Source: an optimization exercise on an open RTL-to-GDS flow (aim: small area, a short achievable clock period and few clock cycles). Production flows keep margins and buffers that such runs may drop. RTL that was checked went through simulation tests only; none was proved equivalent to the original. Power figures rest on the tool's default switching activity, not on a simulated workload.

run A:
==> flow/design.v (excerpt) <==
module qr_decode(
    input clk,
    input srstn,
    input qr_decode_start,
    input [15:0] sram_rdata,
    output reg [9:0] sram_raddr,
    output reg decode_valid,
    output [7:0] decode_jis8_code,
    output reg qr_decode_finish
);
Size: ~1600 cells after synthesis, about 39 I/O pins, ~10000 um^2 of cells after synthesis.
clock: 8.0 ns
lec_check: 0
abc_area: 1
abc_clock_period_in_ps: 3000
cap_margin: 20
core_margin: 2
core_utilization: 40
setup_slack_margin: 5
slew_margin: 20
tns_end_percent: 0
standard.sh (not shown) runs the stock make flow with config.mk's settings and CLKGATE_MAP_FILE= SYNTH_SCRIPT=/design/flow/synth_recipe.tcl, a recipe that flattens the netlist after the stock synthesis.
==> flow/flow/run.sh <==
#!/bin/bash
# Layout flow: the standard flow, except that after the standard synthesis
# the combinational logic is mapped again without the adder cells (half and
# full adders), which are slower and larger here than plain gates. Every
# flip-flop instance of the standard synthesis is kept as it is (blackboxed
# during the remap), so the registers keep their names and cell types.
set -euo pipefail
P=${FLOW_PLATFORM:-sky130hd}
R=orfs/results/$P/qr_decode/base
L=orfs/logs/$P/qr_decode/base
YOSYS=${YOSYS_EXE:-$(command -v yosys || echo "$FLOW_HOME/../tools/install/yosys/bin/yosys")}
LIB=$FLOW_HOME/platforms/$P/lib/sky130_fd_sc_hd__tt_025C_1v80.lib

# 1. standard synthesis
bash standard.sh synth > flow_1_synth.log 2>&1

# 2. remap the combinational logic with the same abc command the synthesis used
cp "$R/1_2_yosys.v" flow_std_netlist.v
ABCLINE=$(grep -m1 '^abc -script' "$L/1_2_yosys.log" | sed "s#-script [^ ]*#-script $PWD/flow/abc_remap.script#")
{
  echo "read_liberty -ignore_miss_func $LIB"
  echo "read_verilog flow_std_netlist.v"
  echo "hierarchy -top $FLOW_TOP"
  grep -oE 'sky130_fd_sc_hd__[a-z0-9_]+' flow_std_netlist.v | sort -u | grep -E '__(e?dfx|df|dl|sdf|conb)' | sed 's/^/blackbox /'
  echo "flatten"
  echo "opt_clean"
  echo "$ABCLINE"
  echo "rename -hide w:*.*"
  echo "opt_clean -purge"
  echo "hilomap -singleton -hicell sky130_fd_sc_hd__conb_1 HI -locell sky130_fd_sc_hd__conb_1 LO"
  echo "insbuf -buf sky130_fd_sc_hd__buf_4 A X"
  echo "tee -o flow_remap_stat.txt stat -liberty $LIB"
  echo "write_verilog -noattr -nohex -nodec flow_remapped.v"
} > flow_remap.ys
"$YOSYS" -s flow_remap.ys > flow_2_remap.log 2>&1
# the written netlist, read back against the cell library, must be clean
"$YOSYS" -p "read_liberty -lib $LIB; read_verilog flow_remapped.v; hierarchy -top $FLOW_TOP; check -assert" > flow_2_check.log 2>&1

# the flip-flops must be the standard synthesis's, one for one
grep -oE 'sky130_fd_sc_hd__e?dfx[a-z]*_[0-9]+ [^ ]+' flow_std_netlist.v | sort > flow_ff_std.txt
grep -oE 'sky130_fd_sc_hd__e?dfx[a-z]*_[0-9]+ [^ ]+' flow_remapped.v | sort > flow_ff_new.txt
cmp flow_ff_std.txt flow_ff_new.txt

# 3. the rest of the standard flow from the remapped netlist
cp flow_remapped.v "$R/1_2_yosys.v"
touch "$R/1_2_yosys.v"
bash standard.sh 'BUFFER_PORTS_ARGS=-buffer_cell sky130_fd_sc_hd__buf_4' finish > flow_3_layout.log 2>&1
==> flow/flow/abc_remap.script <==
strash
ifraig
dc2
dch -f
map -B 0.9
topo
stime -c
buffer -c
upsize -c
dnsize -c
Run A was carried through to the last stage, and its layout satisfied the timing, design-rule and antenna checks.
Testbench counts of run A, summed over its fixed seeds: cycles 38,111.
> inputs changed (run A -> run B)
==> flow/flow/abc_remap.script <==
strash
ifraig
dc2
dch -f
map -a
topo
stime -c
buffer -c
upsize -c
dnsize -c
Results
Run B did not stop at any stage, and its layout met the timing, design-rule and antenna checks.
| cell area | run B vs run A | worse |
Run B vs. run A: net count reported at finish lost about 3.5%, cell count moved down, total power density per cell area increased 6.7 nW/um^2.
Changes in run C relative to run B:
==> flow/flow/abc_remap.script <==
strash
ifraig
dc2
dch -f
map -B 0.9
strash
dch -f
map -B 0.9
topo
stime -c
buffer -c
upsize -c
dnsize -c
[summary]
- Pin count of the biggest net entering global routing in run C vs run B: down about 9%
- Relative slew slack was higher in the run labelled run C.
- The leakage power of the design reported for run C is greater than that of run B by 5.5%.
- Re post-route cell area: run C is about 1.3% up on run B.
- Relative to run B, data arrival time of the critical path decreased by 0.49 ns in run C.
Relative to run C, the following input files were edited for run D:
diff --git a/flow/flow/run.sh b/flow/flow/run.sh
--- a/flow/flow/run.sh
+++ b/flow/flow/run.sh
@@ -17,5 +17,5 @@
 # 2. remap the combinational logic with the same abc command the synthesis used
 cp "$R/1_2_yosys.v" flow_std_netlist.v
-ABCLINE=$(grep -m1 '^abc -script' "$L/1_2_yosys.log" | sed "s#-script [^ ]*#-script $PWD/flow/abc_remap.script#")
+ABCLINE=$(grep -m1 '^abc -script' "$L/1_2_yosys.log")
 {
   echo "read_liberty -ignore_miss_func $LIB"
removed: flow/flow/abc_remap.script
==> notes.md <==
- Run D: flow completed, timing, DRC and antenna clean
- Between run D and run C, it is run D whose wire length is higher, by about 3%.
- Summary of run D over run C: area added between synthesis and finish moved down; final core utilization decreased by 2.0 points relative to the old numbers.
- Taking run C as the reference point, the number of ordinary and repair buffers in the finished layout of run D falls by about 23%.

========
Another version of the RTL of qr_decode (not shown whole).
For scale: ~1800 cells after synthesis, ~0.011 mm² of cells after synthesis.
export LEC_CHECK = 0
export ABC_AREA = 1
export ABC_CLOCK_PERIOD_IN_PS = 3000
export CAP_MARGIN = 20
export CORE_MARGIN = 2
export CORE_UTILIZATION = 40
export SETUP_SLACK_MARGIN = 5
export SLEW_MARGIN = 20
export TNS_END_PERCENT = 0
create_clock -name core_clock -period 8.0 [get_ports {clk}]
==> flow/flow/run.sh <==
#!/bin/bash
# Layout flow: the standard flow, except that after the standard synthesis
# the combinational logic is mapped again without the adder cells (half and
# full adders), which are slower and larger here than plain gates. Every
# flip-flop instance of the standard synthesis is kept as it is (blackboxed
# during the remap), so the registers keep their names and cell types.
set -euo pipefail
P=${FLOW_PLATFORM:-sky130hd}
R=orfs/results/$P/qr_decode/base
L=orfs/logs/$P/qr_decode/base
YOSYS=${YOSYS_EXE:-$(command -v yosys || echo "$FLOW_HOME/../tools/install/yosys/bin/yosys")}
LIB=$FLOW_HOME/platforms/$P/lib/sky130_fd_sc_hd__tt_025C_1v80.lib

# 1. standard synthesis
bash standard.sh synth > flow_1_synth.log 2>&1

# 2. remap the combinational logic with the same abc command the synthesis used
cp "$R/1_2_yosys.v" flow_std_netlist.v
ABCLINE=$(grep -m1 '^abc -script' "$L/1_2_yosys.log" | sed "s#-script [^ ]*#-script $PWD/flow/abc_remap.script#")
{
  echo "read_liberty -ignore_miss_func $LIB"
  echo "read_verilog flow_std_netlist.v"
  echo "hierarchy -top $FLOW_TOP"
  grep -oE 'sky130_fd_sc_hd__[a-z0-9_]+' flow_std_netlist.v | sort -u | grep -E '__(e?dfx|df|dl|sdf|conb)' | sed 's/^/blackbox /'
  echo "flatten"
  echo "opt_clean"
  echo "$ABCLINE"
  echo "rename -hide w:*.*"
  echo "opt_clean -purge"
  echo "hilomap -singleton -hicell sky130_fd_sc_hd__conb_1 HI -locell sky130_fd_sc_hd__conb_1 LO"
  echo "insbuf -buf sky130_fd_sc_hd__buf_4 A X"
  echo "tee -o flow_remap_stat.txt stat -liberty $LIB"
  echo "write_verilog -noattr -nohex -nodec flow_remapped.v"
} > flow_remap.ys
"$YOSYS" -s flow_remap.ys > flow_2_remap.log 2>&1
# the written netlist, read back against the cell library, must be clean
"$YOSYS" -p "read_liberty -lib $LIB; read_verilog flow_remapped.v; hierarchy -top $FLOW_TOP; check -assert" > flow_2_check.log 2>&1

# the flip-flops must be the standard synthesis's, one for one
grep -oE 'sky130_fd_sc_hd__e?dfx[a-z]*_[0-9]+ [^ ]+' flow_std_netlist.v | sort > flow_ff_std.txt
grep -oE 'sky130_fd_sc_hd__e?dfx[a-z]*_[0-9]+ [^ ]+' flow_remapped.v | sort > flow_ff_new.txt
cmp flow_ff_std.txt flow_ff_new.txt

# 3. the rest of the standard flow from the remapped netlist
cp flow_remapped.v "$R/1_2_yosys.v"
touch "$R/1_2_yosys.v"
bash standard.sh 'BUFFER_PORTS_ARGS=-buffer_cell sky130_fd_sc_hd__buf_4' finish > flow_3_layout.log 2>&1
==> flow/flow/abc_remap.script <==
strash
ifraig
dc2
dch -f
map -B 0.9
topo
stime -c
buffer -c
upsize -c
dnsize -c
Edit:
--- a/flow/flow/run.sh
+++ b/flow/flow/run.sh
@@ -17,5 +17,5 @@
 # 2. remap the combinational logic with the same abc command the synthesis used
 cp "$R/1_2_yosys.v" flow_std_netlist.v
-ABCLINE=$(grep -m1 '^abc -script' "$L/1_2_yosys.log" | sed "s#-script [^ ]*#-script $PWD/flow/abc_remap.script#")
+ABCLINE=$(grep -m1 '^abc -script' "$L/1_2_yosys.log")
 {
   echo "read_liberty -ignore_miss_func $LIB"
Settings changed: PLACE_DENSITY set to 0.6.
removed: flow/flow/abc_remap.script
After rerunning: Setup slack degrades by 0.086 ns; power grows by a little under a tenth; routed wire length grows by a few percent; sequential share of layout area stays flat; critical path depth shrinks by 3; clock skew stays flat; maximum frequency shrinks by a few percent; sequential power is about the same; first-iteration DRC count shrinks by a few percent; cell count grows by a few percent; global-route usage shrinks by 0.47 points.
No functional check of the RTL was part of any run of this note.

========
== lane 1 ==
qr_decode, a different RTL version from the one above (not shown whole).
Size in the first run: roughly 1700 cells after synthesis, ~39 I/O pins, roughly 11000 µm² of cells after synthesis.
clock: 8.0 ns
lec_check: 0
abc_area: 1
abc_clock_period_in_ps: 3000
cap_margin: 20
core_margin: 2
core_utilization: 40
setup_slack_margin: 5
slew_margin: 20
==> flow/flow/run.sh <==
#!/bin/bash
# Layout flow: the standard flow, except that after the standard synthesis
# the combinational logic is mapped again without the adder cells (half and
# full adders), which are slower and larger here than plain gates. Every
# flip-flop instance of the standard synthesis is kept as it is (blackboxed
# during the remap), so the registers keep their names and cell types.
set -euo pipefail
P=${FLOW_PLATFORM:-sky130hd}
R=orfs/results/$P/qr_decode/base
L=orfs/logs/$P/qr_decode/base
YOSYS=${YOSYS_EXE:-$(command -v yosys || echo "$FLOW_HOME/../tools/install/yosys/bin/yosys")}
LIB=$FLOW_HOME/platforms/$P/lib/sky130_fd_sc_hd__tt_025C_1v80.lib

# 1. standard synthesis
bash standard.sh synth > flow_1_synth.log 2>&1

# 2. remap the combinational logic with the same abc command the synthesis used
cp "$R/1_2_yosys.v" flow_std_netlist.v
ABCLINE=$(grep -m1 '^abc -script' "$L/1_2_yosys.log")
{
  echo "read_liberty -ignore_miss_func $LIB"
  echo "read_verilog flow_std_netlist.v"
  echo "hierarchy -top $FLOW_TOP"
  grep -oE 'sky130_fd_sc_hd__[a-z0-9_]+' flow_std_netlist.v | sort -u | grep -E '__(e?dfx|df|dl|sdf|conb)' | sed 's/^/blackbox /'
  echo "flatten"
  echo "opt_clean"
  echo "$ABCLINE"
  echo "rename -hide w:*.*"
  echo "opt_clean -purge"
  echo "hilomap -singleton -hicell sky130_fd_sc_hd__conb_1 HI -locell sky130_fd_sc_hd__conb_1 LO"
  echo "insbuf -buf sky130_fd_sc_hd__buf_4 A X"
  echo "tee -o flow_remap_stat.txt stat -liberty $LIB"
  echo "write_verilog -noattr -nohex -nodec flow_remapped.v"
} > flow_remap.ys
"$YOSYS" -s flow_remap.ys > flow_2_remap.log 2>&1
# the written netlist, read back against the cell library, must be clean
"$YOSYS" -p "read_liberty -lib $LIB; read_verilog flow_remapped.v; hierarchy -top $FLOW_TOP; check -assert" > flow_2_check.log 2>&1

# the flip-flops must be the standard synthesis's, one for one
grep -oE 'sky130_fd_sc_hd__e?dfx[a-z]*_[0-9]+ [^ ]+' flow_std_netlist.v | sort > flow_ff_std.txt
grep -oE 'sky130_fd_sc_hd__e?dfx[a-z]*_[0-9]+ [^ ]+' flow_remapped.v | sort > flow_ff_new.txt
cmp flow_ff_std.txt flow_ff_new.txt

# 3. the rest of the standard flow from the remapped netlist
cp flow_remapped.v "$R/1_2_yosys.v"
touch "$R/1_2_yosys.v"
bash standard.sh > flow_3_layout.log 2>&1
Testbench counts of lane 1, summed over its fixed seeds: cycles 38,313.
For lane 2, these inputs were changed with respect to lane 1:
diff --git a/flow/flow/run.sh b/flow/flow/run.sh
--- a/flow/flow/run.sh
+++ b/flow/flow/run.sh
@@ -17,5 +17,5 @@
 # 2. remap the combinational logic with the same abc command the synthesis used
 cp "$R/1_2_yosys.v" flow_std_netlist.v
-ABCLINE=$(grep -m1 '^abc -script' "$L/1_2_yosys.log")
+ABCLINE=$(grep -m1 '^abc -script' "$L/1_2_yosys.log" | sed "s#-script [^ ]*#-script $PWD/flow/abc_remap.script#")
 {
   echo "read_liberty -ignore_miss_func $LIB"
==> flow/flow/abc_remap.script (new file) <==
strash
ifraig
dc2
&get -n
&dch -f
&nf -R 1000
&put
topo
stime -c
buffer -c
upsize -c
dnsize -c
### Flow results
- Lane 2 was carried through to the last stage, and its layout satisfied the timing, design-rule and antenna checks.
- Of lane 1 and lane 2, lane 2 shows the lower post-route worst setup slack, with lane 1 above it.
- Of lane 1 and lane 2, the run reporting the lower wire length of the first global-routing pass was lane 2.
- Going from lane 1 to lane 2, number of antenna violations at the first check in global routing lower, critical path's largest stage delay rose by 70 ps.
- The critical path class comes out input port to flop in one run and flop to flop in the other, namely in lane 1 and lane 2 respectively.
Setup changes, lane 2 to lane 3
# lane 2
export LEC_CHECK = 0
export ABC_AREA = 1
export ABC_CLOCK_PERIOD_IN_PS = 3000
export CAP_MARGIN = 20
export CORE_MARGIN = 2
export CORE_UTILIZATION = 40
export SETUP_SLACK_MARGIN = 5
export SLEW_MARGIN = 20
create_clock -name core_clock -period 8.0 [get_ports {clk}]
# lane 3
export LEC_CHECK = 0
export ABC_AREA = 1
export ABC_CLOCK_PERIOD_IN_PS = 3000
export CAP_MARGIN = 20
export CORE_MARGIN = 2
export CORE_UTILIZATION = 40
export SETUP_SLACK_MARGIN = 5
export SLEW_MARGIN = 20
export TNS_END_PERCENT = 0
create_clock -name core_clock -period 8.0 [get_ports {clk}]
diff --git a/flow/flow/run.sh b/flow/flow/run.sh
--- a/flow/flow/run.sh
+++ b/flow/flow/run.sh
@@ -17,5 +17,5 @@
 # 2. remap the combinational logic with the same abc command the synthesis used
 cp "$R/1_2_yosys.v" flow_std_netlist.v
-ABCLINE=$(grep -m1 '^abc -script' "$L/1_2_yosys.log" | sed "s#-script [^ ]*#-script $PWD/flow/abc_remap.script#")
+ABCLINE=$(grep -m1 '^abc -script' "$L/1_2_yosys.log")
 {
   echo "read_liberty -ignore_miss_func $LIB"
removed: flow/flow/abc_remap.script
Results
Per the comparison of lane 3 with lane 2, final clock skew shows an increase of 8.2 ps, count of final max-slew check failures shows no meaningful change, worst setup slack shows an increase of 960 ps, post-synthesis area per instance shows a reduction of about 18%, post-detailed-placement half-perimeter wirelength shows an increase of 5100 µm. Per the comparison of lane 3 with lane 2, combinational power decreased by 19% relative to the old numbers; total met2 wirelength after detailed routing saw an increase. Final design instance area without fill: lane 3 and lane 2 compared, lower one is lane 3. Delta (lane 3 minus lane 2): power share of the clock group higher; via count picked up an extra 1139; combined area of the multi-input logic cells now sits lower.
> inputs changed (lane 3 -> lane 4)
# lane 3
export LEC_CHECK = 0
export ABC_AREA = 1
export ABC_CLOCK_PERIOD_IN_PS = 3000
export CAP_MARGIN = 20
export CORE_MARGIN = 2
export CORE_UTILIZATION = 40
export SETUP_SLACK_MARGIN = 5
export SLEW_MARGIN = 20
export TNS_END_PERCENT = 0
create_clock -name core_clock -period 8.0 [get_ports {clk}]
# lane 4
export LEC_CHECK = 0
export ABC_AREA = 1
export ABC_CLOCK_PERIOD_IN_PS = 3000
export CAP_MARGIN = 20
export CORE_MARGIN = 2
export CORE_UTILIZATION = 40
export PLACE_DENSITY = 0.7
export SETUP_SLACK_MARGIN = 5
export SLEW_MARGIN = 20
export TNS_END_PERCENT = 0
create_clock -name core_clock -period 8.0 [get_ports {clk}]
--- outcome ---
- Between lane 3 and lane 4, the flow reports static leakage power increasing slightly.
- On maximum clock rate, lane 3 tracks lane 4 almost exactly.
- For number of non-clock buffers in the layout, dividing the value from lane 4 by the value from lane 3 gives 1.09.
- Wire length of the first global-routing pass sits lower in lane 4 than in lane 3.
The following lists how lane 5 was set up differently from lane 4:
# lane 4
export LEC_CHECK = 0
export ABC_AREA = 1
export ABC_CLOCK_PERIOD_IN_PS = 3000
export CAP_MARGIN = 20
export CORE_MARGIN = 2
export CORE_UTILIZATION = 40
export PLACE_DENSITY = 0.7
export SETUP_SLACK_MARGIN = 5
export SLEW_MARGIN = 20
export TNS_END_PERCENT = 0
create_clock -name core_clock -period 8.0 [get_ports {clk}]
# lane 5
export LEC_CHECK = 0
export ABC_AREA = 1
export ABC_CLOCK_PERIOD_IN_PS = 3000
export CAP_MARGIN = 20
export CORE_MARGIN = 2
export CORE_UTILIZATION = 40
export GPL_ROUTABILITY_DRIVEN = 0
export SETUP_SLACK_MARGIN = 5
export SLEW_MARGIN = 20
export TNS_END_PERCENT = 0
create_clock -name core_clock -period 8.0 [get_ports {clk}]
[summary]
Relative to lane 4, the wire length per cell measured on lane 5 has decreased slightly. When lane 5 is measured against lane 4, its count of non-filler cells in the finished layout turns out 0.69% lower. Sequential power: lane 4 vs lane 5, no meaningful difference. The start point of the critical path comes out sram_raddr[6]$_SDFFE_PN0P_ in one run and sram_raddr[9]$_SDFFE_PN0P_ in the other, namely in lane 5 and lane 4 respectively.

## afterwards: timing with drivers on the ports
The results above use ideal ports. As a check the final layouts listed here were re-extracted and re-timed, cells and wires unchanged. Step 1 sets driving cells, clkbuf_16 on the clock port and buf_2 on the other inputs (assumed; they add their load-dependent delay and slew). Step 2 adds t to the input delays and takes it off the output delays; t is the mean of the earliest and latest rising clock arrival at the registers after step 1. Input paths then give back, and output paths get back, about the clock's delay inside the block. Slacks: no drivers / after step 1 / after step 2; pairs: no drivers / after step 1.
| run | t, ns | slack for setup (ns) | worst register clock-pin slew, ns |
|---|---|---|---|
| run A | 0.479 | 4.870 / 4.891 / 4.412 | 0.07 / 0.07 |
| run B | 0.477 | 4.444 / 4.444 / 4.109 | 0.07 / 0.07 |
| run C | 0.476 | 4.946 / 4.960 / 4.486 | 0.07 / 0.07 |
| run D | 0.476 | 4.875 / 4.904 / 4.427 | 0.06 / 0.06 |
| the first run of note 2 | 0.482 | 4.923 / 4.943 / 4.461 | 0.07 / 0.07 |
| the second run of note 2 | 0.482 | 4.837 / 4.864 / 4.381 | 0.07 / 0.07 |
| lane 1 | 0.488 | 4.978 / 4.995 / 4.507 | 0.07 / 0.07 |
| lane 2 | 0.481 | 3.958 / 3.958 / 3.958 | 0.07 / 0.07 |
| lane 3 | 0.479 | 4.914 / 4.865 / 4.467 | 0.07 / 0.07 |
| lane 4 | 0.475 | 4.910 / 4.862 / 4.513 | 0.07 / 0.07 |
| lane 5 | 0.492 | 4.900 / 4.850 / 4.459 | 0.07 / 0.07 |
After both steps setup and hold are still met in every run listed. For lane 1, which loses most, drivers alone change the setup slack by +0.017 ns; drivers and shift together by -0.471 ns.
